Background: an optimization exercise with open tools, aiming at small area, a short achievable clock period and few clock cycles. Do not read the settings as production practice.
No driver is modelled on the clock port, so clocking that relies on it looks cheaper here than on a real chip.
Power and IR drop assume default switching activity.

==> flow/design.v (excerpt) <==
module AxisCrcChecker(
  input        clock,
  input        reset,
  output       io_AxisSlv_ready,
  input        io_AxisSlv_valid,
  input        io_AxisSlv_bits_Tlast,
  input  [7:0] io_AxisSlv_bits_Tdata,
  input        io_AxisMst_ready,
  output       io_AxisMst_valid,
  output       io_AxisMst_bits_Tlast,
  output [7:0] io_AxisMst_bits_Tdata
);
  localparam N  = 1024;           
  localparam LW = 6;              
  localparam LR = 5;              
  localparam KW = N >> LW;        
  localparam KR = N >> LR;        
  localparam [LR-1:0] RC = {LR{1'b1}};  
  localparam QD = 10;             
  localparam QL = 4;
  reg        in_rdy;
  reg  [1:0] b_cnt;
  wire       rdy_i = ~b_cnt[1];
  wire       acc = io_AxisSlv_valid & rdy_i;
  reg  [7:0] crc;
  wire [7:0] crc_n;
  calc_crc u_calc_crc (.CRC_I(crc), .DATA_I(io_AxisSlv_bits_Tdata), .CRC_O(crc_n));
  wire       in_g = (crc_n == 8'h00);
  always @(posedge clock) begin
    if (reset) crc <= 8'hff;
    else if (acc) crc <= io_AxisSlv_bits_Tlast ? 8'hff : crc_n;
  end
  reg [9:0] bq0, bq1;             
  reg       b_wp, b_rp;
  wire      b_ne = (b_cnt != 2'd0);
  wire [9:0] b_head = b_rp ? bq1 : bq0;
  wire [7:0] w_d = b_head[7:0];
  wire       w_l = b_head[8];
  wire       w_g = b_head[9];
  always @(posedge clock) begin
    if (acc & ~b_wp) bq0 <= {in_g, io_AxisSlv_bits_Tlast, io_AxisSlv_bits_Tdata};
    if (acc &  b_wp) bq1 <= {in_g, io_AxisSlv_bits_Tlast, io_AxisSlv_bits_Tdata};
  end
  reg  [9:0]  wp;
  reg  [9:0]  rp;
  reg         wfull;
  reg         r_al;               
  reg  [9:0]  pk_len;             
  reg         cur_v;              
  reg  [9:0]  rem;                
  reg         lastb;              
  reg [10:0]   qq [0:QD-1];
  reg [QL-1:0] q_wp, q_rp;
  reg [QL:0]   q_cnt;
  wire [10:0]  q_head = qq[q_rp];
  wire         q_ne = (q_cnt != 0);
  ...
export LEC_CHECK = 0
export CAP_MARGIN = 40
export CORE_MARGIN = 2
export CORE_UTILIZATION = 60
export CTS_BUF_LIST = sky130_fd_sc_hd__clkbuf_16
export CTS_CLUSTER_DIAMETER = 100
export CTS_CLUSTER_SIZE = 30
export PLACE_DENSITY = 0.7
export SLEW_MARGIN = 40
export SYNTH_MEMORY_MAX_BITS = 16384
create_clock -name core_clock -period 15.0 [get_ports {clock}]
standard.sh (not shown) runs the stock make flow with config.mk's settings and CLKGATE_MAP_FILE= SYNTH_SCRIPT=/design/flow/synth_recipe.tcl, a recipe that flattens the netlist after the stock synthesis.
==> flow/flow/run.sh <==
#!/bin/bash
set -euo pipefail
export BUFFER_PORTS_ARGS="-buffer_cell sky130_fd_sc_hd__buf_4"
export SETUP_SLACK_MARGIN=11
bash standard.sh place > standard_place.log 2>&1
openroad -no_init -exit flow/placeio.tcl > placeio.log 2>&1
bash standard.sh cts > standard_cts.log 2>&1
openroad -no_init -exit flow/unroot.tcl > unroot.log 2>&1
bash standard.sh > standard_finish.log 2>&1
Other scripts of this flow, unchanged in this note and not shown: flow/flow/placeio.tcl, flow/flow/unroot.tcl
Edit:
--- a/flow/design.v
+++ b/flow/design.v
@@ -48,40 +48,40 @@
   reg       b_wp, b_rp;
   wire      b_ne = (b_cnt != 2'd0);
   wire [9:0] b_head = b_rp ? bq1 : bq0;
   wire [7:0] w_d = b_head[7:0];
   wire       w_l = b_head[8];
   wire       w_g = b_head[9];
   always @(posedge clock) begin
     if (acc & ~b_wp) bq0 <= {in_g, io_AxisSlv_bits_Tlast, io_AxisSlv_bits_Tdata};
     if (acc &  b_wp) bq1 <= {in_g, io_AxisSlv_bits_Tlast, io_AxisSlv_bits_Tdata};
   end
   reg  [9:0]  wp;
+  reg  [10:0] w_id;
+  reg  [10:0] r_id;
   reg  [9:0]  rp;
-  reg         wfull;
   reg         r_al;               
   reg  [9:0]  pk_len;             
   reg         cur_v;              
   reg  [9:0]  rem;                
   reg         lastb;              
   reg [10:0]   qq [0:QD-1];
   reg [QL-1:0] q_wp, q_rp;
   reg [QL:0]   q_cnt;
   wire [10:0]  q_head = qq[q_rp];
   wire         q_ne = (q_cnt != 0);
   wire         q_room = (q_cnt != QD);
-  wire eq     = (rp + 10'd1 == wp);
-  wire full   = eq & wfull;
+  wire full   = (w_id[9:0] == r_id[9:0]) & (w_id[10] != r_id[10]);
   wire w_al   = (wp[LW-1:0] == 0);
   wire wr     = b_ne & w_al & ~full & (~w_l | q_room);
-  wire empty  = eq & ~wfull;
+  wire empty  = (w_id == r_id);
   wire hold   = empty & w_al & ~wr;
   wire [9-LW:0] w_tap = wp[9:LW];
   reg        credit;
   reg  [1:0] f_used;              
   wire       rd    = cur_v & r_al & credit;
   wire       next  = ~cur_v | (rd & lastb);
   wire       load  = next & q_ne;
   wire       skip  = load & ~q_head[10];
   wire [9:0] rp_sk = rp - q_head[9:0] - rd;
   reg  [8*N-1:0] ring;
   wire [8*N-1:0] rot = {ring[8*N-9:0], ring[8*N-1:8*N-8]};
@@ -94,64 +94,65 @@
   wire [8*KR-1:0] taps;
   genvar g;
   generate
     for (g = 0; g < KR; g = g + 1) begin : g_tap
       assign taps[8*g +: 8] = ring[8*((g<<LR)+RC) +: 8];
     end
   endgenerate
   wire [7:0] x_d = taps[8*rp[9:LR] +: 8];
   wire       x_l = lastb;
   wire       x_v = rd;
   reg pop_q;
-  wire [1:0] b_cnt_n = {~wr & (b_cnt[1] | (b_cnt[0] & acc)),
-                        (b_cnt[1] & wr) | (b_cnt[0] & (acc ~^ wr)) | (~b_cnt[1] & ~b_cnt[0] & acc)};
+  wire [1:0] b_cnt_n = b_cnt + acc - wr;
   always @(posedge clock) begin
     if (wr & w_l) qq[q_wp] <= {w_g, pk_len};
   end
   wire [1:0] f_next = f_used + rd - pop_q;
   always @(posedge clock) begin
     if (reset) begin
       wp <= 10'd0;
-      wfull <= 1'b0;
+      w_id <= 11'd0;
+      r_id <= 11'd0;
       rp <= 10'd1023;
       r_al <= 1'b1;
       pk_len <= 10'd0;
       cur_v <= 1'b0;
       rem <= 10'd0;
       lastb <= 1'b0;
       b_wp <= 1'b0; b_rp <= 1'b0; b_cnt <= 2'd0;
       q_wp <= 0; q_rp <= 0; q_cnt <= 0;
       in_rdy <= 1'b1;
       f_used <= 2'd0;
       credit <= 1'b0;
     end else begin
       if (acc) b_wp <= ~b_wp;
       if (wr)  b_rp <= ~b_rp;
       b_cnt <= b_cnt_n;
-      in_rdy <= wr | ~(b_cnt[1] | (b_cnt[0] & io_AxisSlv_valid));
+      in_rdy <= ~b_cnt_n[1];
       if (wr) begin
+        w_id <= w_id + 11'd1;
         pk_len <= w_l ? 10'd0 : pk_len + 10'd1;
       end else if (~hold) wp <= wp + 10'd1;
       if (wr & w_l) q_wp <= (q_wp == QD - 1) ? 0 : q_wp + 1'b1;
       q_cnt <= q_cnt + (wr & w_l) - load;
       if (load) q_rp <= (q_rp == QD - 1) ? 0 : q_rp + 1'b1;
       if (next) cur_v <= load & q_head[10];
       if (load) begin
         rem <= q_head[9:0];
         lastb <= (q_head[9:0] == 10'd0);
       end else if (rd) begin
         rem <= rem - 10'd1;
         lastb <= (rem == 10'd1);
       end
-      if (wr) wfull <= 1'b1;
-      else if (rd | skip) wfull <= 1'b0;
+      if (skip) r_id <= r_id + {1'b0, q_head[9:0]} + 11'd1 + rd;
+      else if (rd) r_id <= r_id + 11'd1;
       if (skip) begin
         rp <= rp_sk;
         r_al <= (rp_sk[LR-1:0] == RC);
       end else if (~rd & ~hold) begin
         rp <= rp + 10'd1;
         r_al <= (rp[LR-1:0] == RC - 1'b1);
       end
       f_used <= f_next;
       credit <= (f_next != 2'd3);
     end
   end
Power rose by 1.3%.
Non-clock buffer count rose by 4.
Die area rises by 0.66%.
Critical path depth is unchanged.
Core utilization falls by 0.24 points.
Count of clock-buffer cells in the layout fell by 12.
Worst setup slack gains 31 ps.
Routed wire length is higher by 1.6%.
Maximum frequency rose by 0.75%.
No functional check of the RTL was part of any run of this note.

==> afterwards: timing with drivers on the ports <==
No port has a modelled driver above. Below, the same layouts with a new extraction and two added sets of constraints.
Step 1, drivers: a clkbuf_16 drives clock and a buf_2 each remaining input, both assumed.
Step 2 adds t to the input delays and takes it off the output delays; t is the mean of the earliest and latest rising clock arrival at the registers after step 1. Input paths then give back, and output paths get back, about the clock's delay inside the block.
Three values: no drivers, after step 1, after step 2; two values: the first two.
run	t, ns	slack for setup (ns)	worst hold slack (ns)	worst setup path at the end
the first run	0.872	10.847 / 10.645 / 10.438	0.290 / 0.290 / 0.290	input to register
the second run	0.857	10.878 / 10.683 / 10.303	0.302 / 0.301 / 0.301	input to register
After both steps every run listed still meets setup and hold. For the second run, which loses most, drivers alone change the setup slack by -0.195 ns; drivers and shift together by -0.575 ns.
